This design comes from an exercise in tuning for small area on the open sky130 flow, not from production work. Only simulation tests tie the RTL to the original design; equivalence was not proved. Power and IR drop assume default switching activity.

$ cat design/flow/design.v
`timescale 1ns/10ps
module CannyEdge(dAddrRegRow, dAddrRegCol, bWE, bCE, InData, OutData,
	OPMode, bOPEnable, dReadReg, dWriteReg,	clk, rst_b);
input 	[2:0]	dAddrRegRow, dAddrRegCol;
input		bWE, bCE;
input 	[7:0] 	InData;
output 	[7:0] 	OutData;
reg     [7:0] 	OutData;
input 	[2:0]	OPMode;
input 		bOPEnable;
input 	[3:0]	dReadReg, dWriteReg;
input		clk, rst_b;
wire cmd_wr = rst_b & ~bCE & ~bWE;
wire cmd_rd = rst_b & ~bCE &  bWE;
wire cmd_op = rst_b &  bCE & ~bOPEnable;
wire cmd_cl = bCE & bOPEnable;
wire op0 = cmd_op & (OPMode == 3'd0);
wire op1 = cmd_op & (OPMode == 3'd1);
wire op2 = cmd_op & (OPMode == 3'd2);
wire op3 = cmd_op & (OPMode == 3'd3);
reg [2:0] cnt;
always @(posedge clk or negedge rst_b)
	if (!rst_b)
		cnt <= 3'd0;
	else if (cmd_cl)
		cnt <= 3'd0;
	else if (cmd_op & ~cnt[2])
		cnt <= cnt + 3'd1;
wire [2:0] r = dAddrRegRow, c = dAddrRegCol;
wire [4:0] rs = { r[2], r[1] & r[0], r[1] & ~r[0], ~r[1] & r[0], ~(r[2] | r[1] | r[0]) };
wire [4:0] cs = { c[2], c[1] & c[0], c[1] & ~c[0], ~c[1] & c[0], ~(c[2] | c[1] | c[0]) };
wire [24:0] es;	 
genvar gi;
generate for (gi = 0; gi < 25; gi = gi + 1) begin : ge
	assign es[gi] = rs[gi/5] & cs[gi%5];
end endgenerate
wire wsx = (dWriteReg == 4'd0);
wire wsy = (dWriteReg == 4'd1);
wire wsz = ~wsx & ~wsy;
reg [7:0] X [0:24];
wire [7:0] Dz = InData & {8{~bCE}};	 
wire [24:0] clr;
generate for (gi = 0; gi < 25; gi = gi + 1) begin : gxr
	always @(posedge clk)
		if ((cmd_wr & wsx & es[gi]) | clr[gi])
			X[gi] <= Dz;
end endgenerate
reg [2:0] ycls;
always @(posedge clk)
	if (cmd_wr & wsy & es[6])
		ycls <= (InData == 8'd0)   ? 3'd0 :
		        (InData == 8'd45)  ? 3'd1 :
		        (InData == 8'd90)  ? 3'd2 :
		        (InData == 8'd135) ? 3'd3 : 3'd4;
wire y0 = (ycls == 3'd0), y45 = (ycls == 3'd1), y90 = (ycls == 3'd2),
     y135 = (ycls == 3'd3), yoth = ycls[2];
reg [12:0] zf;	 
generate for (gi = 0; gi < 13; gi = gi + 1) begin : gz
	if ((gi % 5) < 3) begin : u
		always @(posedge clk)
			if (cmd_wr & wsz & es[gi])
				zf[gi] <= (dWriteReg == 4'd2) & (InData == 8'd1);
	end else begin : n
		always @(*) zf[gi] = 1'b0;
	end
end endgenerate
wire [3:0] slot_rd = {es[24]|es[9]|es[23]|es[22]|es[18]|es[17],
                      es[20]|es[3]|es[21]|es[14]|es[16]|es[13],
                      es[4]|es[5]|es[19]|es[10]|es[8]|es[11],
                      es[0]|es[1]|es[15]|es[2]|es[6]|es[7]|es[12]};
wire [6:0] lane_rd = {es[12],
                   es[7]|es[11]|es[13]|es[17],
                   es[6]|es[8]|es[16]|es[18],
                   es[2]|es[10]|es[14]|es[22],
                   es[15]|es[19]|es[21]|es[23],
                   es[1]|es[3]|es[5]|es[9],
                   es[0]|es[4]|es[20]|es[24]};
wire [3:0] slot_op = {cnt == 3'd3, cnt == 3'd2, cnt == 3'd1, cnt == 3'd0};
wire [1:0] pq = {ycls[1] ^ OPMode[0], ycls[0]};
wire ph = cnt[0];
reg [3:0] slot_pr;
reg [6:0] lane_pr;	 
always @(*)
	case ({pq, ph})
	3'b000: begin slot_pr = 4'b0001; lane_pr = 7'b0100000; end	 
	3'b001: begin slot_pr = 4'b0010; lane_pr = 7'b0000010; end	 
	3'b010: begin slot_pr = 4'b0001; lane_pr = 7'b0001000; end	 
	3'b011: begin slot_pr = 4'b0010; lane_pr = 7'b0001000; end	 
	3'b100: begin slot_pr = 4'b0010; lane_pr = 7'b0100000; end	 
	3'b101: begin slot_pr = 4'b0001; lane_pr = 7'b0000010; end	 
	3'b110: begin slot_pr = 4'b0001; lane_pr = 7'b0000001; end	 
	default: begin slot_pr = 4'b0001; lane_pr = 7'b1000000; end	 
	endcase
wire [3:0] ss = ~bCE ? slot_rd : OPMode[1] ? slot_pr : slot_op;
wire [6:0] lsel = ~bCE ? lane_rd : (lane_pr & {7{~ycls[2]}});
function [7:0] m4; input [3:0] s; input [7:0] a, b, c, d;
	m4 = ({8{s[0]}} & a) | ({8{s[1]}} & b) | ({8{s[2]}} & c) | ({8{s[3]}} & d);
endfunction
wire [7:0] LA = m4(ss, X[0], X[4], X[20], X[24]);
wire [7:0] LB = m4(ss, X[1], X[5], X[3], X[9]);
wire [7:0] LC = m4(ss, X[15], X[19], X[21], X[23]);
wire [7:0] LD = m4(ss, X[2], X[10], X[14], X[22]);
wire [7:0] LE = m4(ss, X[6], X[8], X[16], X[18]);
wire [7:0] LF = m4(ss, X[7], X[11], X[13], X[17]);
wire [7:0] LG = {8{ss[0]}} & X[12];
wire [7:0] xr = ({8{lsel[0]}} & LA) | ({8{lsel[1]}} & LB) | ({8{lsel[2]}} & LC) |
                ({8{lsel[3]}} & LD) | ({8{lsel[4]}} & LE) | ({8{lsel[5]}} & LF) |
                ({8{lsel[6]}} & LG);
reg [14:0] gacc;
reg gcf;
wire gfirst = (cnt == 3'd0);
wire [14:0] gacc_in = gacc & {15{~gfirst}};
wire gcf_in = gcf & ~gfirst;
wire ga_1 = gacc_in[0] ^ LA[0] ^ LB[0];
wire ga_2 = (gacc_in[0] & LA[0]) | (gacc_in[0] & LB[0]) | (LA[0] & LB[0]);
wire ga_3 = LC[0] ^ LE[0] ^ ga_1;
wire ga_4 = (LC[0] & LE[0]) | (LC[0] & ga_1) | (LE[0] & ga_1);
wire ga_5 = gacc_in[1] ^ LA[1] ^ LB[1];
wire ga_6 = (gacc_in[1] & LA[1]) | (gacc_in[1] & LB[1]) | (LA[1] & LB[1]);
wire ga_7 = LB[0] ^ LC[1] ^ LC[0];
wire ga_8 = (LB[0] & LC[1]) | (LB[0] & LC[0]) | (LC[1] & LC[0]);
wire ga_9 = LE[1] ^ LE[0] ^ LF[0];
wire ga_10 = (LE[1] & LE[0]) | (LE[1] & LF[0]) | (LE[0] & LF[0]);
wire ga_11 = ga_2 ^ ga_5 ^ ga_7;
wire ga_12 = (ga_2 & ga_5) | (ga_2 & ga_7) | (ga_5 & ga_7);
wire ga_13 = ga_9 ^ ga_4 ^ ga_11;
wire ga_14 = (ga_9 & ga_4) | (ga_9 & ga_11) | (ga_4 & ga_11);
wire ga_15 = gacc_in[2] ^ LA[2] ^ LB[2];
wire ga_16 = (gacc_in[2] & LA[2]) | (gacc_in[2] & LB[2]) | (LA[2] & LB[2]);
wire ga_17 = LB[1] ^ LC[2] ^ LC[1];
wire ga_18 = (LB[1] & LC[2]) | (LB[1] & LC[1]) | (LC[2] & LC[1]);
wire ga_19 = LD[0] ^ LE[2] ^ LE[1];
wire ga_20 = (LD[0] & LE[2]) | (LD[0] & LE[1]) | (LE[2] & LE[1]);
wire ga_21 = LE[0] ^ LF[1] ^ ga_6;
wire ga_22 = (LE[0] & LF[1]) | (LE[0] & ga_6) | (LF[1] & ga_6);
wire ga_23 = ga_8 ^ ga_10 ^ ga_15;
wire ga_24 = (ga_8 & ga_10) | (ga_8 & ga_15) | (ga_10 & ga_15);
wire ga_25 = ga_17 ^ ga_19 ^ ga_12;
wire ga_26 = (ga_17 & ga_19) | (ga_17 & ga_12) | (ga_19 & ga_12);
wire ga_27 = ga_21 ^ ga_23 ^ ga_14;
wire ga_28 = (ga_21 & ga_23) | (ga_21 & ga_14) | (ga_23 & ga_14);
wire ga_29 = gacc_in[3] ^ LA[3] ^ LB[3];
wire ga_30 = (gacc_in[3] & LA[3]) | (gacc_in[3] & LB[3]) | (LA[3] & LB[3]);
wire ga_31 = LB[2] ^ LC[3] ^ LC[2];
wire ga_32 = (LB[2] & LC[3]) | (LB[2] & LC[2]) | (LC[3] & LC[2]);
wire ga_33 = LD[1] ^ LE[3] ^ LE[2];
wire ga_34 = (LD[1] & LE[3]) | (LD[1] & LE[2]) | (LE[3] & LE[2]);
wire ga_35 = LE[1] ^ LF[2] ^ LF[0];
wire ga_36 = (LE[1] & LF[2]) | (LE[1] & LF[0]) | (LF[2] & LF[0]);
wire ga_37 = ga_16 ^ ga_18 ^ ga_20;
wire ga_38 = (ga_16 & ga_18) | (ga_16 & ga_20) | (ga_18 & ga_20);
wire ga_39 = ga_29 ^ ga_31 ^ ga_33;
wire ga_40 = (ga_29 & ga_31) | (ga_29 & ga_33) | (ga_31 & ga_33);
wire ga_41 = ga_35 ^ ga_22 ^ ga_24;
wire ga_42 = (ga_35 & ga_22) | (ga_35 & ga_24) | (ga_22 & ga_24);
wire ga_43 = ga_37 ^ ga_39 ^ ga_26;
wire ga_44 = (ga_37 & ga_39) | (ga_37 & ga_26) | (ga_39 & ga_26);
wire ga_45 = ga_41 ^ ga_28 ^ ga_43;
wire ga_46 = (ga_41 & ga_28) | (ga_41 & ga_43) | (ga_28 & ga_43);
wire ga_47 = gacc_in[4] ^ LA[4] ^ LB[4];
wire ga_48 = (gacc_in[4] & LA[4]) | (gacc_in[4] & LB[4]) | (LA[4] & LB[4]);
wire ga_49 = LB[3] ^ LC[4] ^ LC[3];
wire ga_50 = (LB[3] & LC[4]) | (LB[3] & LC[3]) | (LC[4] & LC[3]);
wire ga_51 = LD[2] ^ LE[4] ^ LE[3];
wire ga_52 = (LD[2] & LE[4]) | (LD[2] & LE[3]) | (LE[4] & LE[3]);
wire ga_53 = LE[2] ^ LF[3] ^ LF[1];
wire ga_54 = (LE[2] & LF[3]) | (LE[2] & LF[1]) | (LF[3] & LF[1]);
wire ga_55 = LG[0] ^ ga_30 ^ ga_32;
wire ga_56 = (LG[0] & ga_30) | (LG[0] & ga_32) | (ga_30 & ga_32);
wire ga_57 = ga_34 ^ ga_36 ^ ga_47;
wire ga_58 = (ga_34 & ga_36) | (ga_34 & ga_47) | (ga_36 & ga_47);
wire ga_59 = ga_49 ^ ga_51 ^ ga_53;
wire ga_60 = (ga_49 & ga_51) | (ga_49 & ga_53) | (ga_51 & ga_53);
wire ga_61 = ga_38 ^ ga_40 ^ ga_55;
wire ga_62 = (ga_38 & ga_40) | (ga_38 & ga_55) | (ga_40 & ga_55);
wire ga_63 = ga_57 ^ ga_59 ^ ga_42;
wire ga_64 = (ga_57 & ga_59) | (ga_57 & ga_42) | (ga_59 & ga_42);
wire ga_65 = ga_61 ^ ga_44 ^ ga_63;
wire ga_66 = (ga_61 & ga_44) | (ga_61 & ga_63) | (ga_44 & ga_63);
wire ga_67 = gacc_in[5] ^ LA[5] ^ LB[5];
wire ga_68 = (gacc_in[5] & LA[5]) | (gacc_in[5] & LB[5]) | (LA[5] & LB[5]);
wire ga_69 = LB[4] ^ LC[5] ^ LC[4];
wire ga_70 = (LB[4] & LC[5]) | (LB[4] & LC[4]) | (LC[5] & LC[4]);
wire ga_71 = LD[3] ^ LE[5] ^ LE[4];
wire ga_72 = (LD[3] & LE[5]) | (LD[3] & LE[4]) | (LE[5] & LE[4]);
wire ga_73 = LE[3] ^ LF[4] ^ LF[2];
wire ga_74 = (LE[3] & LF[4]) | (LE[3] & LF[2]) | (LF[4] & LF[2]);
wire ga_75 = LG[1] ^ ga_48 ^ ga_50;
wire ga_76 = (LG[1] & ga_48) | (LG[1] & ga_50) | (ga_48 & ga_50);
wire ga_77 = ga_52 ^ ga_54 ^ ga_67;
wire ga_78 = (ga_52 & ga_54) | (ga_52 & ga_67) | (ga_54 & ga_67);
wire ga_79 = ga_69 ^ ga_71 ^ ga_73;
wire ga_80 = (ga_69 & ga_71) | (ga_69 & ga_73) | (ga_71 & ga_73);
wire ga_81 = ga_56 ^ ga_58 ^ ga_60;
wire ga_82 = (ga_56 & ga_58) | (ga_56 & ga_60) | (ga_58 & ga_60);
wire ga_83 = ga_75 ^ ga_77 ^ ga_79;
wire ga_84 = (ga_75 & ga_77) | (ga_75 & ga_79) | (ga_77 & ga_79);
wire ga_85 = ga_62 ^ ga_81 ^ ga_83;
wire ga_86 = (ga_62 & ga_81) | (ga_62 & ga_83) | (ga_81 & ga_83);
wire ga_87 = ga_64 ^ ga_85 ^ ga_66;
wire ga_88 = (ga_64 & ga_85) | (ga_64 & ga_66) | (ga_85 & ga_66);
wire ga_89 = gacc_in[6] ^ LA[6] ^ LB[6];
wire ga_90 = (gacc_in[6] & LA[6]) | (gacc_in[6] & LB[6]) | (LA[6] & LB[6]);
wire ga_91 = LB[5] ^ LC[6] ^ LC[5];
wire ga_92 = (LB[5] & LC[6]) | (LB[5] & LC[5]) | (LC[6] & LC[5]);
wire ga_93 = LD[4] ^ LE[6] ^ LE[5];
wire ga_94 = (LD[4] & LE[6]) | (LD[4] & LE[5]) | (LE[6] & LE[5]);
wire ga_95 = LE[4] ^ LF[5] ^ LF[3];
wire ga_96 = (LE[4] & LF[5]) | (LE[4] & LF[3]) | (LF[5] & LF[3]);
wire ga_97 = LG[2] ^ ga_68 ^ ga_70;
wire ga_98 = (LG[2] & ga_68) | (LG[2] & ga_70) | (ga_68 & ga_70);
wire ga_99 = ga_72 ^ ga_74 ^ ga_89;
wire ga_100 = (ga_72 & ga_74) | (ga_72 & ga_89) | (ga_74 & ga_89);
wire ga_101 = ga_91 ^ ga_93 ^ ga_95;
wire ga_102 = (ga_91 & ga_93) | (ga_91 & ga_95) | (ga_93 & ga_95);
wire ga_103 = ga_76 ^ ga_78 ^ ga_80;
wire ga_104 = (ga_76 & ga_78) | (ga_76 & ga_80) | (ga_78 & ga_80);
wire ga_105 = ga_97 ^ ga_99 ^ ga_101;
wire ga_106 = (ga_97 & ga_99) | (ga_97 & ga_101) | (ga_99 & ga_101);
wire ga_107 = ga_82 ^ ga_84 ^ ga_103;
wire ga_108 = (ga_82 & ga_84) | (ga_82 & ga_103) | (ga_84 & ga_103);
wire ga_109 = ga_105 ^ ga_86 ^ ga_107;
wire ga_110 = (ga_105 & ga_86) | (ga_105 & ga_107) | (ga_86 & ga_107);
wire ga_111 = gacc_in[7] ^ LA[7] ^ LB[7];
wire ga_112 = (gacc_in[7] & LA[7]) | (gacc_in[7] & LB[7]) | (LA[7] & LB[7]);
wire ga_113 = LB[6] ^ LC[7] ^ LC[6];
wire ga_114 = (LB[6] & LC[7]) | (LB[6] & LC[6]) | (LC[7] & LC[6]);
wire ga_115 = LD[5] ^ LE[7] ^ LE[6];
wire ga_116 = (LD[5] & LE[7]) | (LD[5] & LE[6]) | (LE[7] & LE[6]);
wire ga_117 = LE[5] ^ LF[6] ^ LF[4];
wire ga_118 = (LE[5] & LF[6]) | (LE[5] & LF[4]) | (LF[6] & LF[4]);
wire ga_119 = LG[3] ^ ga_90 ^ ga_92;
wire ga_120 = (LG[3] & ga_90) | (LG[3] & ga_92) | (ga_90 & ga_92);
wire ga_121 = ga_94 ^ ga_96 ^ ga_111;
wire ga_122 = (ga_94 & ga_96) | (ga_94 & ga_111) | (ga_96 & ga_111);
wire ga_123 = ga_113 ^ ga_115 ^ ga_117;
wire ga_124 = (ga_113 & ga_115) | (ga_113 & ga_117) | (ga_115 & ga_117);
wire ga_125 = ga_98 ^ ga_100 ^ ga_102;
wire ga_126 = (ga_98 & ga_100) | (ga_98 & ga_102) | (ga_100 & ga_102);
wire ga_127 = ga_119 ^ ga_121 ^ ga_123;
wire ga_128 = (ga_119 & ga_121) | (ga_119 & ga_123) | (ga_121 & ga_123);
wire ga_129 = ga_104 ^ ga_106 ^ ga_125;
wire ga_130 = (ga_104 & ga_106) | (ga_104 & ga_125) | (ga_106 & ga_125);
wire ga_131 = ga_127 ^ ga_108 ^ ga_129;
wire ga_132 = (ga_127 & ga_108) | (ga_127 & ga_129) | (ga_108 & ga_129);
wire ga_133 = gacc_in[8] ^ LB[7] ^ LC[7];
wire ga_134 = (gacc_in[8] & LB[7]) | (gacc_in[8] & LC[7]) | (LB[7] & LC[7]);
wire ga_135 = LD[6] ^ LE[7] ^ LE[6];
wire ga_136 = (LD[6] & LE[7]) | (LD[6] & LE[6]) | (LE[7] & LE[6]);
wire ga_137 = LF[7] ^ LF[5] ^ LG[4];
wire ga_138 = (LF[7] & LF[5]) | (LF[7] & LG[4]) | (LF[5] & LG[4]);
wire ga_139 = gcf_in ^ ga_112 ^ ga_114;
wire ga_140 = (gcf_in & ga_112) | (gcf_in & ga_114) | (ga_112 & ga_114);
wire ga_141 = ga_116 ^ ga_118 ^ ga_133;
wire ga_142 = (ga_116 & ga_118) | (ga_116 & ga_133) | (ga_118 & ga_133);
wire ga_143 = ga_135 ^ ga_137 ^ ga_120;
wire ga_144 = (ga_135 & ga_137) | (ga_135 & ga_120) | (ga_137 & ga_120);
wire ga_145 = ga_122 ^ ga_124 ^ ga_139;
wire ga_146 = (ga_122 & ga_124) | (ga_122 & ga_139) | (ga_124 & ga_139);
wire ga_147 = ga_141 ^ ga_126 ^ ga_143;
wire ga_148 = (ga_141 & ga_126) | (ga_141 & ga_143) | (ga_126 & ga_143);
wire ga_149 = ga_128 ^ ga_145 ^ ga_130;
wire ga_150 = (ga_128 & ga_145) | (ga_128 & ga_130) | (ga_145 & ga_130);
wire ga_151 = ga_147 ^ ga_132 ^ ga_149;
wire ga_152 = (ga_147 & ga_132) | (ga_147 & ga_149) | (ga_132 & ga_149);
wire ga_153 = gacc_in[9] ^ LD[7] ^ LE[7];
wire ga_154 = (gacc_in[9] & LD[7]) | (gacc_in[9] & LE[7]) | (LD[7] & LE[7]);
wire ga_155 = LF[6] ^ LG[5] ^ ga_134;
wire ga_156 = (LF[6] & LG[5]) | (LF[6] & ga_134) | (LG[5] & ga_134);
wire ga_157 = ga_136 ^ ga_138 ^ ga_153;
wire ga_158 = (ga_136 & ga_138) | (ga_136 & ga_153) | (ga_138 & ga_153);
wire ga_159 = ga_140 ^ ga_142 ^ ga_155;
wire ga_160 = (ga_140 & ga_142) | (ga_140 & ga_155) | (ga_142 & ga_155);
wire ga_161 = ga_157 ^ ga_144 ^ ga_146;
wire ga_162 = (ga_157 & ga_144) | (ga_157 & ga_146) | (ga_144 & ga_146);
wire ga_163 = ga_159 ^ ga_148 ^ ga_161;
wire ga_164 = (ga_159 & ga_148) | (ga_159 & ga_161) | (ga_148 & ga_161);
wire ga_165 = ga_150 ^ ga_163 ^ ga_152;
wire ga_166 = (ga_150 & ga_163) | (ga_150 & ga_152) | (ga_163 & ga_152);
wire ga_167 = gacc_in[10] ^ LF[7] ^ LG[6];
wire ga_168 = (gacc_in[10] & LF[7]) | (gacc_in[10] & LG[6]) | (LF[7] & LG[6]);
wire ga_169 = ga_154 ^ ga_167 ^ ga_156;
wire ga_170 = (ga_154 & ga_167) | (ga_154 & ga_156) | (ga_167 & ga_156);
wire ga_171 = ga_158 ^ ga_160 ^ ga_169;
wire ga_172 = (ga_158 & ga_160) | (ga_158 & ga_169) | (ga_160 & ga_169);
wire ga_173 = ga_162 ^ ga_171 ^ ga_164;
wire ga_174 = (ga_162 & ga_171) | (ga_162 & ga_164) | (ga_171 & ga_164);
wire ga_175 = gacc_in[11] ^ LG[7] ^ ga_168;
wire ga_176 = (gacc_in[11] & LG[7]) | (gacc_in[11] & ga_168) | (LG[7] & ga_168);
wire ga_177 = ga_175 ^ ga_170 ^ ga_172;
wire ga_178 = (ga_175 & ga_170) | (ga_175 & ga_172) | (ga_170 & ga_172);
wire ga_179 = gacc_in[12] ^ ga_176 ^ ga_178;
wire ga_180 = (gacc_in[12] & ga_176) | (gacc_in[12] & ga_178) | (ga_176 & ga_178);
wire ga_181 = ga_25 ^ ga_27;
wire ga_182 = ga_25 & ga_27;
wire ga_183 = ga_45 ^ ga_182;
wire ga_184 = ga_45 & ga_182;
wire ga_185 = ga_46 ^ ga_65 ^ ga_184;
wire ga_186 = (ga_46 & ga_65) | (ga_46 & ga_184) | (ga_65 & ga_184);
wire ga_187 = ga_87 ^ ga_186;
wire ga_188 = ga_87 & ga_186;
wire ga_189 = ga_109 ^ ga_88 ^ ga_188;
wire ga_190 = (ga_109 & ga_88) | (ga_109 & ga_188) | (ga_88 & ga_188);
wire ga_191 = ga_110 ^ ga_131 ^ ga_190;
wire ga_192 = (ga_110 & ga_131) | (ga_110 & ga_190) | (ga_131 & ga_190);
wire ga_193 = ga_173 ^ ga_166;
wire ga_194 = ga_173 & ga_166;
wire ga_195 = ga_177 ^ ga_174 ^ ga_194;
wire ga_196 = (ga_177 & ga_174) | (ga_177 & ga_194) | (ga_174 & ga_194);
wire ga_197 = ga_179 ^ ga_196;
wire ga_198 = ga_179 & ga_196;
wire ga_199 = gacc_in[13] ^ ga_180 ^ ga_198;
wire ga_200 = (gacc_in[13] & ga_180) | (gacc_in[13] & ga_198) | (ga_180 & ga_198);
wire ga_201 = gacc_in[14] ^ ga_200;
wire ga_202 = gacc_in[14] & ga_200;
wire [14:0] gnext = {ga_201, ga_199, ga_197, ga_195, ga_193, ga_165, ga_151, ga_191, ga_189, ga_187, ga_185, ga_183, ga_181, ga_13, ga_3};
wire gcf_next = ga_192;
always @(posedge clk) if (op0 & ~cnt[2]) begin
	gacc <= gnext;
	gcf <= gcf_next;
end
wire [7:0] gf = {gacc[14:8] + {6'd0, gcf}, gacc[7]};
wire [7:0] X0 = X[0], X1 = X[1], X2 = X[2], X5 = X[5], X7 = X[7], X10 = X[10], X11 = X[11], X12 = X[12];
wire sb_1 = X2[0] ^ ~X10[0] ^ 1'b1;
wire sb_2 = (X2[0] & ~X10[0]) | (X2[0] & 1'b1) | (~X10[0] & 1'b1);
wire sb_3 = X2[1] ^ ~X10[1] ^ sb_2;
wire sb_4 = (X2[1] & ~X10[1]) | (X2[1] & sb_2) | (~X10[1] & sb_2);
wire sb_5 = X2[2] ^ ~X10[2] ^ sb_4;
wire sb_6 = (X2[2] & ~X10[2]) | (X2[2] & sb_4) | (~X10[2] & sb_4);
wire sb_7 = X2[3] ^ ~X10[3] ^ sb_6;
wire sb_8 = (X2[3] & ~X10[3]) | (X2[3] & sb_6) | (~X10[3] & sb_6);
wire sb_9 = X2[4] ^ ~X10[4] ^ sb_8;
wire sb_10 = (X2[4] & ~X10[4]) | (X2[4] & sb_8) | (~X10[4] & sb_8);
wire sb_11 = X2[5] ^ ~X10[5] ^ sb_10;
wire sb_12 = (X2[5] & ~X10[5]) | (X2[5] & sb_10) | (~X10[5] & sb_10);
wire sb_13 = X2[6] ^ ~X10[6] ^ sb_12;
wire sb_14 = (X2[6] & ~X10[6]) | (X2[6] & sb_12) | (~X10[6] & sb_12);
wire sb_15 = X2[7] ^ ~X10[7] ^ sb_14;
wire sb_16 = (X2[7] & ~X10[7]) | (X2[7] & sb_14) | (~X10[7] & sb_14);
wire sb_17 = 1'b1 ^ sb_16;
wire [8:0] sS = {sb_17, sb_15, sb_13, sb_11, sb_9, sb_7, sb_5, sb_3, sb_1};
wire sb_19 = X12[0] ^ ~X0[0] ^ 1'b1;
wire sb_20 = (X12[0] & ~X0[0]) | (X12[0] & 1'b1) | (~X0[0] & 1'b1);
wire sb_21 = X12[1] ^ ~X0[1] ^ sb_20;
wire sb_22 = (X12[1] & ~X0[1]) | (X12[1] & sb_20) | (~X0[1] & sb_20);
wire sb_23 = X12[2] ^ ~X0[2] ^ sb_22;
wire sb_24 = (X12[2] & ~X0[2]) | (X12[2] & sb_22) | (~X0[2] & sb_22);
wire sb_25 = X12[3] ^ ~X0[3] ^ sb_24;
wire sb_26 = (X12[3] & ~X0[3]) | (X12[3] & sb_24) | (~X0[3] & sb_24);
wire sb_27 = X12[4] ^ ~X0[4] ^ sb_26;
wire sb_28 = (X12[4] & ~X0[4]) | (X12[4] & sb_26) | (~X0[4] & sb_26);
wire sb_29 = X12[5] ^ ~X0[5] ^ sb_28;
wire sb_30 = (X12[5] & ~X0[5]) | (X12[5] & sb_28) | (~X0[5] & sb_28);
wire sb_31 = X12[6] ^ ~X0[6] ^ sb_30;
wire sb_32 = (X12[6] & ~X0[6]) | (X12[6] & sb_30) | (~X0[6] & sb_30);
wire sb_33 = X12[7] ^ ~X0[7] ^ sb_32;
wire sb_34 = (X12[7] & ~X0[7]) | (X12[7] & sb_32) | (~X0[7] & sb_32);
wire sb_35 = 1'b1 ^ sb_34;
wire [8:0] sT = {sb_35, sb_33, sb_31, sb_29, sb_27, sb_25, sb_23, sb_21, sb_19};
wire sb_37 = X7[0] ^ ~X5[0] ^ 1'b1;
wire sb_38 = (X7[0] & ~X5[0]) | (X7[0] & 1'b1) | (~X5[0] & 1'b1);
wire sb_39 = X7[1] ^ ~X5[1] ^ sb_38;
wire sb_40 = (X7[1] & ~X5[1]) | (X7[1] & sb_38) | (~X5[1] & sb_38);
wire sb_41 = X7[2] ^ ~X5[2] ^ sb_40;
wire sb_42 = (X7[2] & ~X5[2]) | (X7[2] & sb_40) | (~X5[2] & sb_40);
wire sb_43 = X7[3] ^ ~X5[3] ^ sb_42;
wire sb_44 = (X7[3] & ~X5[3]) | (X7[3] & sb_42) | (~X5[3] & sb_42);
wire sb_45 = X7[4] ^ ~X5[4] ^ sb_44;
wire sb_46 = (X7[4] & ~X5[4]) | (X7[4] & sb_44) | (~X5[4] & sb_44);
wire sb_47 = X7[5] ^ ~X5[5] ^ sb_46;
wire sb_48 = (X7[5] & ~X5[5]) | (X7[5] & sb_46) | (~X5[5] & sb_46);
wire sb_49 = X7[6] ^ ~X5[6] ^ sb_48;
wire sb_50 = (X7[6] & ~X5[6]) | (X7[6] & sb_48) | (~X5[6] & sb_48);
wire sb_51 = X7[7] ^ ~X5[7] ^ sb_50;
wire sb_52 = (X7[7] & ~X5[7]) | (X7[7] & sb_50) | (~X5[7] & sb_50);
wire sb_53 = 1'b1 ^ sb_52;
wire [8:0] sU = {sb_53, sb_51, sb_49, sb_47, sb_45, sb_43, sb_41, sb_39, sb_37};
wire sb_55 = X1[0] ^ ~X11[0] ^ 1'b1;
wire sb_56 = (X1[0] & ~X11[0]) | (X1[0] & 1'b1) | (~X11[0] & 1'b1);
wire sb_57 = X1[1] ^ ~X11[1] ^ sb_56;
wire sb_58 = (X1[1] & ~X11[1]) | (X1[1] & sb_56) | (~X11[1] & sb_56);
wire sb_59 = X1[2] ^ ~X11[2] ^ sb_58;
wire sb_60 = (X1[2] & ~X11[2]) | (X1[2] & sb_58) | (~X11[2] & sb_58);
wire sb_61 = X1[3] ^ ~X11[3] ^ sb_60;
wire sb_62 = (X1[3] & ~X11[3]) | (X1[3] & sb_60) | (~X11[3] & sb_60);
wire sb_63 = X1[4] ^ ~X11[4] ^ sb_62;
wire sb_64 = (X1[4] & ~X11[4]) | (X1[4] & sb_62) | (~X11[4] & sb_62);
wire sb_65 = X1[5] ^ ~X11[5] ^ sb_64;
wire sb_66 = (X1[5] & ~X11[5]) | (X1[5] & sb_64) | (~X11[5] & sb_64);
wire sb_67 = X1[6] ^ ~X11[6] ^ sb_66;
wire sb_68 = (X1[6] & ~X11[6]) | (X1[6] & sb_66) | (~X11[6] & sb_66);
wire sb_69 = X1[7] ^ ~X11[7] ^ sb_68;
wire sb_70 = (X1[7] & ~X11[7]) | (X1[7] & sb_68) | (~X11[7] & sb_68);
wire sb_71 = 1'b1 ^ sb_70;
wire [8:0] sV = {sb_71, sb_69, sb_67, sb_65, sb_63, sb_61, sb_59, sb_57, sb_55};
wire sb_73 = sS[0] ^ sT[0];
wire sb_74 = sS[0] & sT[0];
wire sb_75 = sU[0] ^ sb_74 ^ sS[1];
wire sb_76 = (sU[0] & sb_74) | (sU[0] & sS[1]) | (sb_74 & sS[1]);
wire sb_77 = sT[1] ^ sb_75;
wire sb_78 = sT[1] & sb_75;
wire sb_79 = sU[1] ^ sS[2] ^ sT[2];
wire sb_80 = (sU[1] & sS[2]) | (sU[1] & sT[2]) | (sS[2] & sT[2]);
wire sb_81 = sb_76 ^ sb_78 ^ sb_79;
wire sb_82 = (sb_76 & sb_78) | (sb_76 & sb_79) | (sb_78 & sb_79);
wire sb_83 = sU[2] ^ sS[3] ^ sT[3];
wire sb_84 = (sU[2] & sS[3]) | (sU[2] & sT[3]) | (sS[3] & sT[3]);
wire sb_85 = sb_80 ^ sb_82 ^ sb_83;
wire sb_86 = (sb_80 & sb_82) | (sb_80 & sb_83) | (sb_82 & sb_83);
wire sb_87 = sU[3] ^ sS[4] ^ sT[4];
wire sb_88 = (sU[3] & sS[4]) | (sU[3] & sT[4]) | (sS[4] & sT[4]);
wire sb_89 = sb_84 ^ sb_86 ^ sb_87;
wire sb_90 = (sb_84 & sb_86) | (sb_84 & sb_87) | (sb_86 & sb_87);
wire sb_91 = sU[4] ^ sS[5] ^ sT[5];
wire sb_92 = (sU[4] & sS[5]) | (sU[4] & sT[5]) | (sS[5] & sT[5]);
wire sb_93 = sb_88 ^ sb_90 ^ sb_91;
wire sb_94 = (sb_88 & sb_90) | (sb_88 & sb_91) | (sb_90 & sb_91);
wire sb_95 = sU[5] ^ sS[6] ^ sT[6];
wire sb_96 = (sU[5] & sS[6]) | (sU[5] & sT[6]) | (sS[6] & sT[6]);
wire sb_97 = sb_92 ^ sb_94 ^ sb_95;
wire sb_98 = (sb_92 & sb_94) | (sb_92 & sb_95) | (sb_94 & sb_95);
wire sb_99 = sU[6] ^ sS[7] ^ sT[7];
wire sb_100 = (sU[6] & sS[7]) | (sU[6] & sT[7]) | (sS[7] & sT[7]);
wire sb_101 = sb_96 ^ sb_98 ^ sb_99;
wire sb_102 = (sb_96 & sb_98) | (sb_96 & sb_99) | (sb_98 & sb_99);
wire sb_103 = sU[7] ^ ~sS[8] ^ ~sT[8];
wire sb_104 = (sU[7] & ~sS[8]) | (sU[7] & ~sT[8]) | (~sS[8] & ~sT[8]);
wire sb_105 = sb_100 ^ sb_103 ^ sb_102;
wire sb_106 = (sb_100 & sb_103) | (sb_100 & sb_102) | (sb_103 & sb_102);
wire sb_107 = ~sU[8] ^ sb_104 ^ sb_106;
wire sb_108 = (~sU[8] & sb_104) | (~sU[8] & sb_106) | (sb_104 & sb_106);
wire sb_109 = 1'b1 ^ sb_108;
wire [10:0] gx = {sb_109, sb_107, sb_105, sb_101, sb_97, sb_93, sb_89, sb_85, sb_81, sb_77, sb_73};
wire sb_111 = 1'b1 ^ sS[0] ^ ~sT[0];
wire sb_112 = (1'b1 & sS[0]) | (1'b1 & ~sT[0]) | (sS[0] & ~sT[0]);
wire sb_113 = sV[0] ^ sS[1] ^ ~sT[1];
wire sb_114 = (sV[0] & sS[1]) | (sV[0] & ~sT[1]) | (sS[1] & ~sT[1]);
wire sb_115 = sb_112 ^ sb_113;
wire sb_116 = sb_112 & sb_113;
wire sb_117 = sV[1] ^ sS[2] ^ ~sT[2];
wire sb_118 = (sV[1] & sS[2]) | (sV[1] & ~sT[2]) | (sS[2] & ~sT[2]);
wire sb_119 = sb_114 ^ sb_116 ^ sb_117;
wire sb_120 = (sb_114 & sb_116) | (sb_114 & sb_117) | (sb_116 & sb_117);
wire sb_121 = sV[2] ^ sS[3] ^ ~sT[3];
wire sb_122 = (sV[2] & sS[3]) | (sV[2] & ~sT[3]) | (sS[3] & ~sT[3]);
wire sb_123 = sb_118 ^ sb_120 ^ sb_121;
wire sb_124 = (sb_118 & sb_120) | (sb_118 & sb_121) | (sb_120 & sb_121);
wire sb_125 = sV[3] ^ sS[4] ^ ~sT[4];
wire sb_126 = (sV[3] & sS[4]) | (sV[3] & ~sT[4]) | (sS[4] & ~sT[4]);
wire sb_127 = sb_122 ^ sb_124 ^ sb_125;
wire sb_128 = (sb_122 & sb_124) | (sb_122 & sb_125) | (sb_124 & sb_125);
wire sb_129 = sV[4] ^ sS[5] ^ ~sT[5];
wire sb_130 = (sV[4] & sS[5]) | (sV[4] & ~sT[5]) | (sS[5] & ~sT[5]);
wire sb_131 = sb_126 ^ sb_128 ^ sb_129;
wire sb_132 = (sb_126 & sb_128) | (sb_126 & sb_129) | (sb_128 & sb_129);
wire sb_133 = sV[5] ^ sS[6] ^ ~sT[6];
wire sb_134 = (sV[5] & sS[6]) | (sV[5] & ~sT[6]) | (sS[6] & ~sT[6]);
wire sb_135 = sb_130 ^ sb_132 ^ sb_133;
wire sb_136 = (sb_130 & sb_132) | (sb_130 & sb_133) | (sb_132 & sb_133);
wire sb_137 = sV[6] ^ sS[7] ^ ~sT[7];
wire sb_138 = (sV[6] & sS[7]) | (sV[6] & ~sT[7]) | (sS[7] & ~sT[7]);
wire sb_139 = sb_134 ^ sb_136 ^ sb_137;
wire sb_140 = (sb_134 & sb_136) | (sb_134 & sb_137) | (sb_136 & sb_137);
wire sb_141 = sV[7] ^ ~sS[8] ^ sT[8];
wire sb_142 = (sV[7] & ~sS[8]) | (sV[7] & sT[8]) | (~sS[8] & sT[8]);
wire sb_143 = sb_138 ^ sb_141 ^ sb_140;
wire sb_144 = (sb_138 & sb_141) | (sb_138 & sb_140) | (sb_141 & sb_140);
wire sb_145 = ~sV[8] ^ sb_142 ^ sb_144;
wire sb_146 = (~sV[8] & sb_142) | (~sV[8] & sb_144) | (sb_142 & sb_144);
wire sb_147 = 1'b1 ^ sb_146;
wire [10:0] gy = {sb_147, sb_145, sb_143, sb_139, sb_135, sb_131, sb_127, sb_123, sb_119, sb_115, sb_111};
reg sx, sy;
always @(posedge clk) begin sx <= gx[10]; sy <= gy[10]; end
wire [9:0] axp = gx[9:0] ^ {10{sx}};
wire [9:0] ayp = gy[9:0] ^ {10{sy}};
wire sb_149 = axp[0] ^ ayp[0] ^ sx;
wire sb_150 = (axp[0] & ayp[0]) | (axp[0] & sx) | (ayp[0] & sx);
wire sb_151 = sy ^ sb_149;
wire sb_152 = sy & sb_149;
wire sb_153 = axp[1] ^ ayp[1] ^ sb_150;
wire sb_154 = (axp[1] & ayp[1]) | (axp[1] & sb_150) | (ayp[1] & sb_150);
wire sb_155 = sb_152 ^ sb_153;
wire sb_156 = sb_152 & sb_153;
wire sb_157 = axp[2] ^ ayp[2] ^ sb_154;
wire sb_158 = (axp[2] & ayp[2]) | (axp[2] & sb_154) | (ayp[2] & sb_154);
wire sb_159 = sb_156 ^ sb_157;
wire sb_160 = sb_156 & sb_157;
wire sb_161 = axp[3] ^ ayp[3] ^ sb_158;
wire sb_162 = (axp[3] & ayp[3]) | (axp[3] & sb_158) | (ayp[3] & sb_158);
wire sb_163 = sb_160 ^ sb_161;
wire sb_164 = sb_160 & sb_161;
wire sb_165 = axp[4] ^ ayp[4] ^ sb_162;
wire sb_166 = (axp[4] & ayp[4]) | (axp[4] & sb_162) | (ayp[4] & sb_162);
wire sb_167 = sb_164 ^ sb_165;
wire sb_168 = sb_164 & sb_165;
wire sb_169 = axp[5] ^ ayp[5] ^ sb_166;
wire sb_170 = (axp[5] & ayp[5]) | (axp[5] & sb_166) | (ayp[5] & sb_166);
wire sb_171 = sb_168 ^ sb_169;
wire sb_172 = sb_168 & sb_169;
wire sb_173 = axp[6] ^ ayp[6] ^ sb_170;
wire sb_174 = (axp[6] & ayp[6]) | (axp[6] & sb_170) | (ayp[6] & sb_170);
wire sb_175 = sb_172 ^ sb_173;
wire sb_176 = sb_172 & sb_173;
wire sb_177 = axp[7] ^ ayp[7] ^ sb_174;
wire sb_178 = (axp[7] & ayp[7]) | (axp[7] & sb_174) | (ayp[7] & sb_174);
wire sb_179 = sb_176 ^ sb_177;
wire sb_180 = sb_176 & sb_177;
wire sb_181 = axp[8] ^ ayp[8] ^ sb_178;
wire sb_182 = (axp[8] & ayp[8]) | (axp[8] & sb_178) | (ayp[8] & sb_178);
wire sb_183 = sb_180 ^ sb_181;
wire sb_184 = sb_180 & sb_181;
wire sb_185 = axp[9] ^ ayp[9] ^ sb_182;
wire sb_186 = (axp[9] & ayp[9]) | (axp[9] & sb_182) | (ayp[9] & sb_182);
wire sb_187 = sb_184 ^ sb_185;
wire sb_188 = sb_184 & sb_185;
wire sb_189 = sb_186 ^ sb_188;
wire [10:0] gsum2 = {sb_189, sb_187, sb_183, sb_179, sb_175, sb_171, sb_167, sb_163, sb_159, sb_155, sb_151};
wire sb_191 = axp[0] ^ sx;
wire sb_192 = axp[0] & sx;
wire sb_193 = axp[1] ^ ~ayp[0] ^ ~sy;
wire sb_194 = (axp[1] & ~ayp[0]) | (axp[1] & ~sy) | (~ayp[0] & ~sy);
wire sb_195 = sb_192 ^ sb_193;
wire sb_196 = sb_192 & sb_193;
wire sb_197 = axp[2] ^ ~ayp[1] ^ sb_194;
wire sb_198 = (axp[2] & ~ayp[1]) | (axp[2] & sb_194) | (~ayp[1] & sb_194);
wire sb_199 = sb_196 ^ sb_197;
wire sb_200 = sb_196 & sb_197;
wire sb_201 = axp[3] ^ ~ayp[2] ^ sb_198;
wire sb_202 = (axp[3] & ~ayp[2]) | (axp[3] & sb_198) | (~ayp[2] & sb_198);
wire sb_203 = sb_200 ^ sb_201;
wire sb_204 = sb_200 & sb_201;
wire sb_205 = axp[4] ^ ~ayp[3] ^ sb_202;
wire sb_206 = (axp[4] & ~ayp[3]) | (axp[4] & sb_202) | (~ayp[3] & sb_202);
wire sb_207 = sb_204 ^ sb_205;
wire sb_208 = sb_204 & sb_205;
wire sb_209 = axp[5] ^ ~ayp[4] ^ sb_206;
wire sb_210 = (axp[5] & ~ayp[4]) | (axp[5] & sb_206) | (~ayp[4] & sb_206);
wire sb_211 = sb_208 ^ sb_209;
wire sb_212 = sb_208 & sb_209;
wire sb_213 = axp[6] ^ ~ayp[5] ^ sb_210;
wire sb_214 = (axp[6] & ~ayp[5]) | (axp[6] & sb_210) | (~ayp[5] & sb_210);
wire sb_215 = sb_212 ^ sb_213;
wire sb_216 = sb_212 & sb_213;
wire sb_217 = axp[7] ^ ~ayp[6] ^ sb_214;
wire sb_218 = (axp[7] & ~ayp[6]) | (axp[7] & sb_214) | (~ayp[6] & sb_214);
wire sb_219 = sb_216 ^ sb_217;
wire sb_220 = sb_216 & sb_217;
wire sb_221 = axp[8] ^ ~ayp[7] ^ sb_218;
wire sb_222 = (axp[8] & ~ayp[7]) | (axp[8] & sb_218) | (~ayp[7] & sb_218);
wire sb_223 = sb_220 ^ sb_221;
wire sb_224 = sb_220 & sb_221;
wire sb_225 = axp[9] ^ ~ayp[8] ^ sb_222;
wire sb_226 = (axp[9] & ~ayp[8]) | (axp[9] & sb_222) | (~ayp[8] & sb_222);
wire sb_227 = sb_224 ^ sb_225;
wire sb_228 = sb_224 & sb_225;
wire sb_229 = ~ayp[9] ^ sb_226 ^ sb_228;
wire sb_230 = (~ayp[9] & sb_226) | (~ayp[9] & sb_228) | (sb_226 & sb_228);
wire sb_231 = 1'b1 ^ sb_230;
wire [11:0] dd = {sb_231, sb_229, sb_227, sb_223, sb_219, sb_215, sb_211, sb_207, sb_203, sb_199, sb_195, sb_191};
wire sb_233 = axp[0] ^ sx ^ dd[2];
wire sb_234 = (axp[0] & sx) | (axp[0] & dd[2]) | (sx & dd[2]);
wire sb_235 = axp[1] ^ dd[3] ^ sb_234;
wire sb_236 = (axp[1] & dd[3]) | (axp[1] & sb_234) | (dd[3] & sb_234);
wire sb_237 = axp[2] ^ dd[4] ^ sb_236;
wire sb_238 = (axp[2] & dd[4]) | (axp[2] & sb_236) | (dd[4] & sb_236);
wire sb_239 = axp[3] ^ dd[5] ^ sb_238;
wire sb_240 = (axp[3] & dd[5]) | (axp[3] & sb_238) | (dd[5] & sb_238);
wire sb_241 = axp[4] ^ dd[6] ^ sb_240;
wire sb_242 = (axp[4] & dd[6]) | (axp[4] & sb_240) | (dd[6] & sb_240);
wire sb_243 = axp[5] ^ dd[7] ^ sb_242;
wire sb_244 = (axp[5] & dd[7]) | (axp[5] & sb_242) | (dd[7] & sb_242);
wire sb_245 = axp[6] ^ dd[8] ^ sb_244;
wire sb_246 = (axp[6] & dd[8]) | (axp[6] & sb_244) | (dd[8] & sb_244);
wire sb_247 = axp[7] ^ dd[9] ^ sb_246;
wire sb_248 = (axp[7] & dd[9]) | (axp[7] & sb_246) | (dd[9] & sb_246);
wire sb_249 = axp[8] ^ sb_248 ^ dd[10];
wire sb_250 = (axp[8] & sb_248) | (axp[8] & dd[10]) | (sb_248 & dd[10]);
wire sb_251 = axp[9] ^ 1'b1 ^ ~dd[11];
wire sb_252 = (axp[9] & 1'b1) | (axp[9] & ~dd[11]) | (1'b1 & ~dd[11]);
wire sb_253 = sb_250 ^ sb_251;
wire sb_254 = sb_250 & sb_251;
wire sb_255 = 1'b1 ^ sb_252 ^ sb_254;
wire sb_256 = (1'b1 & sb_252) | (1'b1 & sb_254) | (sb_252 & sb_254);
wire sb_257 = 1'b1 ^ sb_256;
wire [13:0] ee = {sb_257, sb_255, sb_253, sb_249, sb_247, sb_245, sb_243, sb_241, sb_239, sb_237, sb_235, sb_233, dd[1], dd[0]};
wire le1 = ~dd[11];	 
wire le5 = ~ee[13];	 
reg [7:0] r_grad;
reg [1:0] r_dir;	 
always @(posedge clk) if (op1) begin
	r_grad <= gsum2[10:3];
	r_dir  <= le1 ? 2'd0 : le5 ? ((sx == sy) ? 2'd1 : 2'd3) : 2'd2;
end
function hi; input [7:0] v; hi = (v >= 8'd15); endfunction
wire ge6 = (X[6] >= xr);	 
wire hin = hi(xr);		 
reg nf;			 
always @(posedge clk) nf <= OPMode[0] ? hin : ge6;
wire at1 = (cnt == 3'd1);
wire keep = ~ycls[2] & nf & ge6;
wire nms = op2 & at1;
assign clr[7]  = nms & keep & (ycls[1:0] == 2'd0);
assign clr[5]  = nms & keep & (ycls[1:0] == 2'd0);
assign clr[2]  = nms & keep & (ycls[1:0] == 2'd1);
assign clr[10] = nms & keep & (ycls[1:0] == 2'd1);
assign clr[11] = nms & keep & (ycls[1:0] == 2'd2);
assign clr[1]  = nms & keep & (ycls[1:0] == 2'd2);
assign clr[0]  = nms & keep & (ycls[1:0] == 2'd3);
assign clr[12] = nms & keep & (ycls[1:0] == 2'd3);
assign clr[6]  = nms & ~keep;
assign clr[3] = 1'b0; assign clr[4] = 1'b0; assign clr[8] = 1'b0; assign clr[9] = 1'b0;
generate for (gi = 13; gi < 25; gi = gi + 1) begin : gc
	assign clr[gi] = 1'b0;
end endgenerate
wire nb_z  = (y0 & (zf[1] | zf[11])) | (y45 & (zf[0] | zf[12])) |
             (y90 & (zf[5] | zf[7])) | (y135 & (zf[2] | zf[10])) | (yoth & zf[6]);
wire th = hi(X[6]) | (~(X[6] <= 8'd10) & (nf | hin | nb_z));
reg r_th;
always @(posedge clk) if (op3 & at1) r_th <= th;
wire [7:0] dirv = {r_dir == 2'd3, r_dir == 2'd2, r_dir == 2'd1, r_dir == 2'd2,
                   r_dir[0] ^ r_dir[1], r_dir[0], r_dir[1], r_dir[0]};
always @(posedge clk)
	if (cmd_rd)
		case (dReadReg)
		4'd0: OutData <= gf;
		4'd1: OutData <= r_grad;
		4'd2: OutData <= dirv;
		4'd3: OutData <= xr;
		4'd4: OutData <= {7'd0, r_th};
		default: OutData <= 8'd0;
		endcase
endmodule
$ cat design/flow/run.sh
#!/bin/bash
# synth_recipe.tcl (not shown) runs the flow's synth.tcl, then flattens the netlist and writes it again
# the make line also repeats each setting of config.mk as NAME=value (left out here)
make -C /OpenROAD-flow-scripts/flow DESIGN_CONFIG=/design/flow/config.mk WORK_HOME=/design/flow/orfs CLKGATE_MAP_FILE= SYNTH_SCRIPT=/design/flow/synth_recipe.tcl finish
$ cat design/flow/config.mk
export PLATFORM = sky130hd
export DESIGN_NAME = CannyEdge
export DESIGN_NICKNAME = CannyEdge
export VERILOG_FILES = /design/flow/design.v
export SDC_FILE = /design/flow/constraint.sdc
export NUM_CORES = 4
export LEC_CHECK = 0
export CAP_MARGIN = 20
export CORE_MARGIN = 2
export CORE_UTILIZATION = 40
export SLEW_MARGIN = 20
$ cat design/flow/constraint.sdc
create_clock -name core_clock -period 12.0 [get_ports {clk}]
set_input_delay 2.4000 -clock core_clock [delete_from_list [all_inputs] [get_ports {clk}]]
set_output_delay 2.4000 -clock core_clock [all_outputs]
set_load 0.01 [all_outputs]
==> results of run 1 <==
[worst min-delay path by stage]
stage	start	to	slack [ns]
floorplan	cnt[2]	cnt[2]	0.53
global placement	cnt[2]	cnt[2]	0.55
detailed placement	cnt[2]	cnt[2]	0.59
CTS	cnt[2]	cnt[2]	0.60
global route	cnt[2]	cnt[2]	0.68
finish	cnt[2]	cnt[2]	0.60
[critical path: cells and delay by family]
kind                       cells  cell delay [ns]
adders and majority gates     11             3.67
buffers and inverters          8             2.24
AOI/OAI and AO/OA              4             1.60
xor gates and xnor gates       1             0.17
[flip-flops by register name, summed over array words and instances (netlist names), 2 cells and up]
register	count
cnt	3
r_dir	2
ycls	3
zf	9
r_grad	8
X	200
OutData	8
gacc	15
[cells by family (layout without fill, tap and decap cells)]
family | after synthesis | after routing
adder cells (fa/ha/maj) | 224 | 224
XOR/XNOR | 37 | 37
flip-flops | 253 | 253
AND/OR/NAND/NOR | 245 | 245
AO/OA/AOI/OAI | 242 | 242
buffers and inverters | 301 | 362
multiplexers | 7 | 7
[cell usage after synthesis, types with 16 or more instances]
cell / instances / share of area
sky130_fd_sc_hd__a221o_1: 17 / 0.010
sky130_fd_sc_hd__fa_1: 168 / 0.21
sky130_fd_sc_hd__xor2_1: 22 / 0.012
sky130_fd_sc_hd__nand2_1: 69 / 0.016
sky130_fd_sc_hd__a22o_1: 41 / 0.022
sky130_fd_sc_hd__a21oi_1: 35 / 0.011
sky130_fd_sc_hd__inv_1: 244 / 0.056
sky130_fd_sc_hd__nor2_1: 70 / 0.016
sky130_fd_sc_hd__nor2b_1: 16 / 0.0061
sky130_fd_sc_hd__clkbuf_1: 19 / 0.0043
sky130_fd_sc_hd__edfxtp_1: 247 / 0.45
sky130_fd_sc_hd__buf_2: 19 / 0.0058
sky130_fd_sc_hd__ha_1: 49 / 0.037
sky130_fd_sc_hd__nor3_1: 16 / 0.0049
[routing by layer]
| metal | GRT usage | vias up | share of wire |
|---|---|---|---|
| met2 | 0.365 | 493 | 0.47 |
| met1 | 0.300 | 5331 | 0.41 |
| met5 | 0 | - | 0 |
| met3 | 0.0315 | 85 | 0.078 |
| li1 | - | 4645 | - |
| met4 | 0.0714 | 0 | 0.036 |
[layout make-up]
class | count | area share
clock buffer | 31 | 0.0378
clock inverter | 19 | 0.00959
inverter | 245 | 0.0504
multi-input combinational | 755 | 0.420
sequential | 253 | 0.414
tap | 532 | 0.0365
timing repair buffer | 67 | 0.0325
[power by group]
part / internal, uW / switching (uW) / total (uW)
Sequential: 1130 / 11.0 / 1150
Clock: 461 / 360 / 821
Combinational: 631 / 886 / 1520
[per-stage QoR]
step / worst slack, ns / hold WS, ns / total power [uW] / cell area, um^2
final: 2.17 / 0.603 / 3480 / 18300
after global routing: 1.77 / 0.681 / 3810 / 18300
after CTS: 2.24 / 0.599 / 3520 / 18200
after detailed placement: 1.67 / 0.585 / 2710 / 17400
after global placement: 1.70 / 0.549 / 2670 / 17400
after floorplan: 3.45 / 0.529 / 2310 / 16400
==> impl_table.tex, run 1 <==
\begin{tabular}{lr}
\hline
Metric & Value \\
\hline
\multicolumn{2}{l}{\textbf{Status}} \\
Status & no timing/DRC/antenna violations \\
\multicolumn{2}{l}{\textbf{Timing}} \\
Slew @ Worst Pin & 1.14 ns \\
Time the final worst path needs with I/O delays and setup & 9.83 ns \\
F\_max & 102 MHz \\
Final Hold Viols & 0 \\
Setup TNS & 0 ns \\
Final clock period utilization by the worst path & 0.819 \\
Slew headroom & 0.239 \\
Final setup violation count & 0 \\
Pins over their slew limit & 0 \\
Worst Skew & 0.0478 ns \\
Unrepaired setup endpoints after global routing & false \\
\multicolumn{2}{l}{\textbf{Floorplan}} \\
Number of placement rows & 74 \\
Horizontal extent of the die & 206 um \\
Boundary pin count & 38 \\
Die Y-Extent & 206 um \\
Core Box Area & 40600 um\^{}2 \\
Starting utilization of the core area & 0.403 \\
Total die area & 42600 um\^{}2 \\
\multicolumn{2}{l}{\textbf{Synth}} \\
Synthesized net count & 1556 \\
Synth async-reset ratio & 0.0119 \\
Share of synthesized area occupied by flip-flops and latches & 0.461 \\
Cell count after synthesis & 1309 \\
Share of synthesized area spent on multiplexers & 0.00458 \\
Post-Synthesis Cell Area & 16400 um\^{}2 \\
Number of storage elements in the synthesis netlist & 253 \\
Combinational family with the most area after synthesis & adder cells \\
Xor/xnor cell area share of the yosys netlist & 0.0198 \\
Total number of yosys warnings & 2 \\
Area share of fa/ha/maj cells after synthesis & 0.247 \\
Synth unique cells & 85 \\
Most used flip-flop cell after synthesis & sky130\_fd\_sc\_hd\_\_edfxtp\_1 \\
EDFF count, synth & 247 \\
Synthesized area per cell & 12.5 um\^{}2 \\
Share of synthesized cell area in and, or, nand and nor gates & 0.0747 \\
Compound-gate portion of the synthesized area & 0.118 \\
\multicolumn{2}{l}{\textbf{Routing}} \\
TritonRoute pass-1 iters & 6 \\
Vias after detailed routing & 10600 \\
Antenna-violating nets left & 0 \\
Initial DRC count & 1079 \\
Wire per inst & 24.0 um \\
Routed via count divided by cell count & 5.55 \\
Wire length after detailed routing & 45.6 mm \\
Post-detailed-route DRC marker count & 0 \\
\multicolumn{2}{l}{\textbf{CTS}} \\
Max H-tree Level & 1 \\
Clock latency reported for the late side of the worst-skew pair & 0.59 ns \\
Clock transition at path regs & 0.06 ns \\
Post-CTS repair timing setup buffer count & 0 \\
CTS max path bufs & 3 \\
TritonCTS clock tree & built \\
Post-cts sizing count & 0 \\
TritonCTS buffer count & 27 \\
Hold-fix buffer count after cts & 0 \\
Clock Tree Root & sky130\_fd\_sc\_hd\_\_clkbuf\_16 \\
TritonCTS sink count & 253 \\
\multicolumn{2}{l}{\textbf{Min path}} \\
Worst hold path depth & 2 \\
Worst min-delay path class & register to register \\
\multicolumn{2}{l}{\textbf{Global routing}} \\
Largest net degree at the start of global routing & 42 \\
Global-route total usage across every layer & 0.221 \\
Grt total ovfl & 0 \\
Via count of the first global-routing pass & 10700 \\
First-pass GRT wire length & 68.5 mm \\
Number of antenna violations at the first check in global routing & 0 \\
\multicolumn{2}{l}{\textbf{Worst setup path}} \\
Worst setup startpoint & bCE \\
Required arrival time at the worst endpoint & 12.29 ns \\
Largest driver fanout on the critical path & 26 \\
Endpoint type of the worst setup path & register \\
Capturing point of the worst reg2reg path & r\_dir[1] \\
Endpoint of the most critical setup path & gacc[14] \\
Cell with the most instances on the worst path & sky130\_fd\_sc\_hd\_\_fa\_1 \\
Critical Path Max Stage Delay & 1.12 ns \\
Highest-delay cell along the critical path & sky130\_fd\_sc\_hd\_\_clkdlybuf4s50\_1 \\
Kind of launch point of the worst setup path & input pin \\
Worst Setup Path Type & input pin to register \\
Register-to-register setup slack & 3.30 ns \\
Cell chain of the critical path & clkdlybuf4s50\_1 > inv\_2 > a221o\_2 > a22oi\_2 > buf\_4 > a22o\_1 > a221o\_1 > inv\_1 > fa\_1 > fa\_1 > fa\_1 > fa\_1 > inv\_1 > fa\_1 > inv\_1 > fa\_1 > fa\_1 > inv\_1 > ha\_1 > fa\_1 > ha\_1 > inv\_1 > fa\_1 > xor2\_1 \\
Arrival time at the worst endpoint & 10.12 ns \\
Launch instance of the worst register-to-register path & X[12][0] \\
Count of cells along the worst register-to-register path & 26 \\
\multicolumn{2}{l}{\textbf{Placed design}} \\
Quantity of I/O buffers inserted on ports & 37 \\
Placed cell count & 1850 \\
Final HPWL DP & 34.9 mm \\
Final weighted congestion in routability-driven placement & 0.923 \\
\multicolumn{2}{l}{\textbf{Cells and area}} \\
Signed area change from the synthesized netlist to the final layout & 11.4\% \\
Fill cell total of the finished layout & 3612 \\
Net count of the finished layout & 1596 \\
Fraction of layout cells with a size suffix above 1 & 0.0781 \\
Filler-free cell count of the finished design & 1902 \\
Multi-input gate area & 7660 um\^{}2 \\
Share of the core filled with cells & 0.449 \\
Most frequent cells in the layout & sky130\_fd\_sc\_hd\_\_edfxtp\_1 (247), sky130\_fd\_sc\_hd\_\_inv\_1 (244), sky130\_fd\_sc\_hd\_\_fa\_1 (168) \\
Combined flip-flop and latch cell area & 7550 um\^{}2 \\
Most common library cell in the layout ignoring fill and taps & sky130\_fd\_sc\_hd\_\_edfxtp\_1 \\
Diodes inserted & 0 \\
\multicolumn{2}{l}{\textbf{Power and ir drop}} \\
Static leakage & 0.00706 uW \\
Worst supply voltage drop on vdd & 145 uV \\
Power density relative to cell area & 191 nW/um\^{}2 \\
\multicolumn{2}{l}{\textbf{Run}} \\
Max Cap Violations & 0 \\
\hline
\end{tabular}
==> inputs of run 2 (changes only) <==
--- a/design/flow/config.mk
+++ b/design/flow/config.mk
@@ -5,7 +5,9 @@
 export SDC_FILE = /design/flow/constraint.sdc
 export NUM_CORES = 4
 export LEC_CHECK = 0
-export CAP_MARGIN = 20
+export CAP_MARGIN = 0
 export CORE_MARGIN = 2
 export CORE_UTILIZATION = 40
-export SLEW_MARGIN = 20
+export CTS_BUF_LIST = sky130_fd_sc_hd__clkbuf_8
+export CTS_CLUSTER_SIZE = 30
+export SLEW_MARGIN = 0
==> impl_table.tex, run 2 <==
\begin{tabular}{lr}
\hline
Metric & Value \\
\hline
\multicolumn{2}{l}{\textbf{Placed design}} \\
Final HPWL DP & 34.9 mm (unchanged) \\
Quantity of I/O buffers inserted on ports & 37 (unchanged) \\
Final weighted congestion in routability-driven placement & 0.923 (unchanged) \\
\multicolumn{2}{l}{\textbf{Routing}} \\
Post-detailed-route DRC marker count & 0 (unchanged) \\
Wire length after detailed routing & 45.9 mm (was 45.6 mm) \\
TritonRoute pass-1 iters & 8 (was 6) \\
Wire per inst & 23.8 um (was 24.0 um) \\
Initial DRC count & 1172 (was 1079) \\
Routed via count divided by cell count & 5.51 (was 5.55) \\
Vias after detailed routing & 10600 (about the same) \\
Antenna-violating nets left & 0 (unchanged) \\
\multicolumn{2}{l}{\textbf{CTS}} \\
Max H-tree Level & 2 (was 1) \\
Clock transition at path regs & 0.06 ns (about the same) \\
Clock Tree Root & sky130\_fd\_sc\_hd\_\_clkbuf\_8 (was sky130\_fd\_sc\_hd\_\_clkbuf\_16) \\
Clock latency reported for the late side of the worst-skew pair & 0.61 ns (was 0.59 ns) \\
TritonCTS clock tree & built (unchanged) \\
Post-cts sizing count & 0 (unchanged) \\
CTS max path bufs & 3 (unchanged) \\
Post-CTS repair timing setup buffer count & 0 (unchanged) \\
TritonCTS buffer count & 43 (was 27) \\
Hold-fix buffer count after cts & 0 (unchanged) \\
TritonCTS sink count & 253 (unchanged) \\
\multicolumn{2}{l}{\textbf{Floorplan}} \\
Die Y-Extent & 206 um (unchanged) \\
Starting utilization of the core area & 0.403 (unchanged) \\
Core Box Area & 40600 um\^{}2 (unchanged) \\
Horizontal extent of the die & 206 um (unchanged) \\
Number of placement rows & 74 (unchanged) \\
Boundary pin count & 38 (unchanged) \\
Total die area & 42600 um\^{}2 (unchanged) \\
\multicolumn{2}{l}{\textbf{Global routing}} \\
Largest net degree at the start of global routing & 42 (unchanged) \\
Via count of the first global-routing pass & 10900 (was 10700) \\
Number of antenna violations at the first check in global routing & 1 (was 0) \\
Grt total ovfl & 0 (unchanged) \\
First-pass GRT wire length & 68.9 mm (was 68.5 mm) \\
Global-route total usage across every layer & 0.223 (was 0.221) \\
\multicolumn{2}{l}{\textbf{Min path}} \\
Worst min-delay path class & register to register (unchanged) \\
Hold path start & cnt[2] (unchanged) \\
\multicolumn{2}{l}{\textbf{Timing}} \\
Time the final worst path needs with I/O delays and setup & 9.77 ns (was 9.83 ns) \\
Pins over their slew limit & 0 (unchanged) \\
Final clock period utilization by the worst path & 0.814 (was 0.819) \\
Final Hold Viols & 0 (unchanged) \\
Setup TNS & 0 ns (unchanged) \\
Unrepaired setup endpoints after global routing & false (unchanged) \\
Worst Skew & 0.0498 ns (was 0.0478 ns) \\
F\_max & 102 MHz (about the same) \\
Slew @ Worst Pin & 1.23 ns (was 1.14 ns) \\
Slew headroom & 0.176 (was 0.239) \\
Final setup violation count & 0 (unchanged) \\
\multicolumn{2}{l}{\textbf{Cells and area}} \\
Largest registers & X (200), gacc (15), zf (9) (unchanged) \\
Most frequent cells in the layout & sky130\_fd\_sc\_hd\_\_inv\_1 (257), sky130\_fd\_sc\_hd\_\_edfxtp\_1 (247), sky130\_fd\_sc\_hd\_\_fa\_1 (168) (was sky130\_fd\_sc\_hd\_\_edfxtp\_1 (247), sky130\_fd\_sc\_hd\_\_inv\_1 (244), sky130\_fd\_sc\_hd\_\_fa\_1 (168)) \\
Share of the core filled with cells & 0.449 (about the same) \\
Net count of the finished layout & 1610 (was 1596) \\
Most common library cell in the layout ignoring fill and taps & sky130\_fd\_sc\_hd\_\_inv\_1 (was sky130\_fd\_sc\_hd\_\_edfxtp\_1) \\
Fraction of layout cells with a size suffix above 1 & 0.0861 (was 0.0781) \\
Number of flip-flops in the largest register & 200 (unchanged) \\
Signed area change from the synthesized netlist to the final layout & 11.2\% (was 11.4\%) \\
Reg with most FFs & X (unchanged) \\
\multicolumn{2}{l}{\textbf{Synth}} \\
Synthesized area per cell & 12.5 um\^{}2 (unchanged) \\
Most used flip-flop cell after synthesis & sky130\_fd\_sc\_hd\_\_edfxtp\_1 (unchanged) \\
Post-Synthesis Cell Area & 16400 um\^{}2 (unchanged) \\
Portion of synthesized cell area occupied by the leading cell type & 0.452 (unchanged) \\
Most used standard cells in the synthesized netlist & sky130\_fd\_sc\_hd\_\_edfxtp\_1 (247), sky130\_fd\_sc\_hd\_\_inv\_1 (244), sky130\_fd\_sc\_hd\_\_fa\_1 (168) (unchanged) \\
Share of synthesized area occupied by flip-flops and latches & 0.461 (unchanged) \\
Number of storage elements in the synthesis netlist & 253 (unchanged) \\
Synth async-reset ratio & 0.0119 (unchanged) \\
Synth unique cells & 85 (unchanged) \\
Largest cells by area after synthesis & sky130\_fd\_sc\_hd\_\_edfxtp\_1 (45\%), sky130\_fd\_sc\_hd\_\_fa\_1 (21\%), sky130\_fd\_sc\_hd\_\_inv\_1 (5.6\%), sky130\_fd\_sc\_hd\_\_ha\_1 (3.7\%), sky130\_fd\_sc\_hd\_\_a22o\_1 (2.2\%) (unchanged) \\
Total number of yosys warnings & 2 (unchanged) \\
EDFF count, synth & 247 (unchanged) \\
Cell count after synthesis & 1309 (unchanged) \\
Synthesized net count & 1556 (unchanged) \\
Most frequent cell after synthesis & sky130\_fd\_sc\_hd\_\_edfxtp\_1 (unchanged) \\
Dominant cell type by area after synthesis & sky130\_fd\_sc\_hd\_\_edfxtp\_1 (unchanged) \\
\multicolumn{2}{l}{\textbf{Worst setup path}} \\
Cell with the most instances on the worst path & sky130\_fd\_sc\_hd\_\_fa\_1 (unchanged) \\
Critical Path Max Stage Delay & 0.87 ns (was 1.12 ns) \\
Endpoint type of the worst setup path & register (unchanged) \\
Cell chain of the critical path & clkdlybuf4s50\_1 > nand2b\_1 > a311oi\_1 > o31a\_1 > or2\_1 > buf\_4 > a222oi\_1 > a21boi\_0 > fa\_1 > fa\_1 > fa\_1 > fa\_1 > inv\_1 > fa\_1 > inv\_1 > fa\_1 > fa\_1 > inv\_1 > ha\_1 > fa\_1 > ha\_1 > inv\_1 > fa\_1 > xor2\_1 (was clkdlybuf4s50\_1 > inv\_2 > a221o\_2 > a22oi\_2 > buf\_4 > a22o\_1 > a221o\_1 > inv\_1 > fa\_1 > fa\_1 > fa\_1 > fa\_1 > inv\_1 > fa\_1 > inv\_1 > fa\_1 > fa\_1 > inv\_1 > ha\_1 > fa\_1 > ha\_1 > inv\_1 > fa\_1 > xor2\_1) \\
Highest-delay cell along the critical path & sky130\_fd\_sc\_hd\_\_clkdlybuf4s50\_1 (unchanged) \\
Kind of launch point of the worst setup path & input pin (unchanged) \\
Required arrival time at the worst endpoint & 12.32 ns (was 12.29 ns) \\
Worst Setup Path Type & input pin to register (unchanged) \\
Launch instance of the worst register-to-register path & X[12][0] (unchanged) \\
Arrival time at the worst endpoint & 10.09 ns (was 10.12 ns) \\
Largest driver fanout on the critical path & 41 (was 26) \\
Worst setup startpoint & dAddrRegRow[0] (was bCE) \\
\multicolumn{2}{l}{\textbf{Run}} \\
Max Cap Violations & 0 (unchanged) \\
\multicolumn{2}{l}{\textbf{Power and ir drop}} \\
Worst supply voltage drop on vdd & 148 uV (was 145 uV) \\
Static leakage & 0.00710 uW (was 0.00706 uW) \\
Power density relative to cell area & 190 nW/um\^{}2 (was 191 nW/um\^{}2) \\
\multicolumn{2}{l}{\textbf{Status}} \\
Status & no timing/DRC/antenna violations (unchanged) \\
\hline
\end{tabular}
-- run 2: per-layer routing --
metal	track usage	vias up	wire, um
met5	0	-	0
met3	0.0396	104	3750
met4	0.0916	0	1890
met2	0.360	505	21600
li1	-	4673	-
met1	0.297	5333	18600
-- run 2: per-stage QoR --
stage | instances | area, um^2 | setup WS [ns] | total power, uW | hold slack [ns]
after detailed placement | 1850 | 17400 | 1.67 | 2710 | 0.585
after floorplan | 1309 | 16400 | 3.45 | 2310 | 0.529
after global placement | 1850 | 17400 | 1.70 | 2670 | 0.549
final | 1928 | 18200 | 2.23 | 3470 | 0.614
after CTS | 1926 | 18200 | 2.27 | 3500 | 0.599
after global routing | 1927 | 18200 | 1.83 | 3800 | 0.681
-- run 2: power breakdown --
group	leakage, uW	switching (uW)	internal [uW]
logic	0.00449	894	636
registers	0.00213	11.1	1130
clock network	0.000477	364	427
total	0.00710	1270	2200
-- run 2: cell type report --
cell class | instances | area, um^2
multi-input cells | 755 | 7650
flip-flops and latches | 253 | 7550
diodes | 2 | 5.00
clock inverters | 33 | 272
inverters | 245 | 920
fillers | 3633 | 22400
clock buffers | 43 | 592
well taps | 532 | 666
repair buffers | 65 | 581
-- run 2: logic make-up after synthesis --
logic type	after synthesis	synth area share
AO/OA/AOI/OAI	242	0.118
XOR/XNOR	37	0.0198
multiplexers	7	0.00458
buffers and inverters	301	0.0754
flip-flops	253	0.461
adder cells (fa/ha/maj)	224	0.247
AND/OR/NAND/NOR	245	0.0747
-- run 2: final timing paths --
kind                            end  slack (ns)  cells after the start
setup / recovery           gacc[14]        2.23                     24
hold / removal               cnt[2]        0.61                      2
setup reg to reg           r_dir[1]        3.32                     26
hold reg to reg              cnt[2]        0.61                      2
max in group asynchronous    cnt[2]        9.73                      1
min in group asynchronous    cnt[1]        2.04                      1
-- run 2: worst max-delay path, delay by kind of cell --
family	cells	cell delay (ns)
buffers and inverters	6	1.49
xor gates and xnor gates	1	0.17
AOI/OAI and AO/OA	4	1.45
and+or+nand+nor	2	0.84
adders and majority gates	11	3.68

==> separate check: timing with driven ports <==
The results above use ideal ports. As a check the final layouts listed here were re-extracted and re-timed, cells and wires unchanged. Step 1: set_driving_cell puts a clkbuf_16 on clk and a buf_2 on each other input, an assumption about the parent block. Step 2 also shifts input and output timing later by t, the mid clock arrival at the registers, as if the neighbouring blocks saw the same clock. a / b / c = no drivers / after step 1 / after step 2; a / b = the first two.
run | t, ns | setup WS [ns]
run 1 | 0.616 | 2.172 / 2.204 / 1.588
run 2 | 0.634 | 2.229 / 2.258 / 1.624
After both steps every run listed still meets setup and hold.
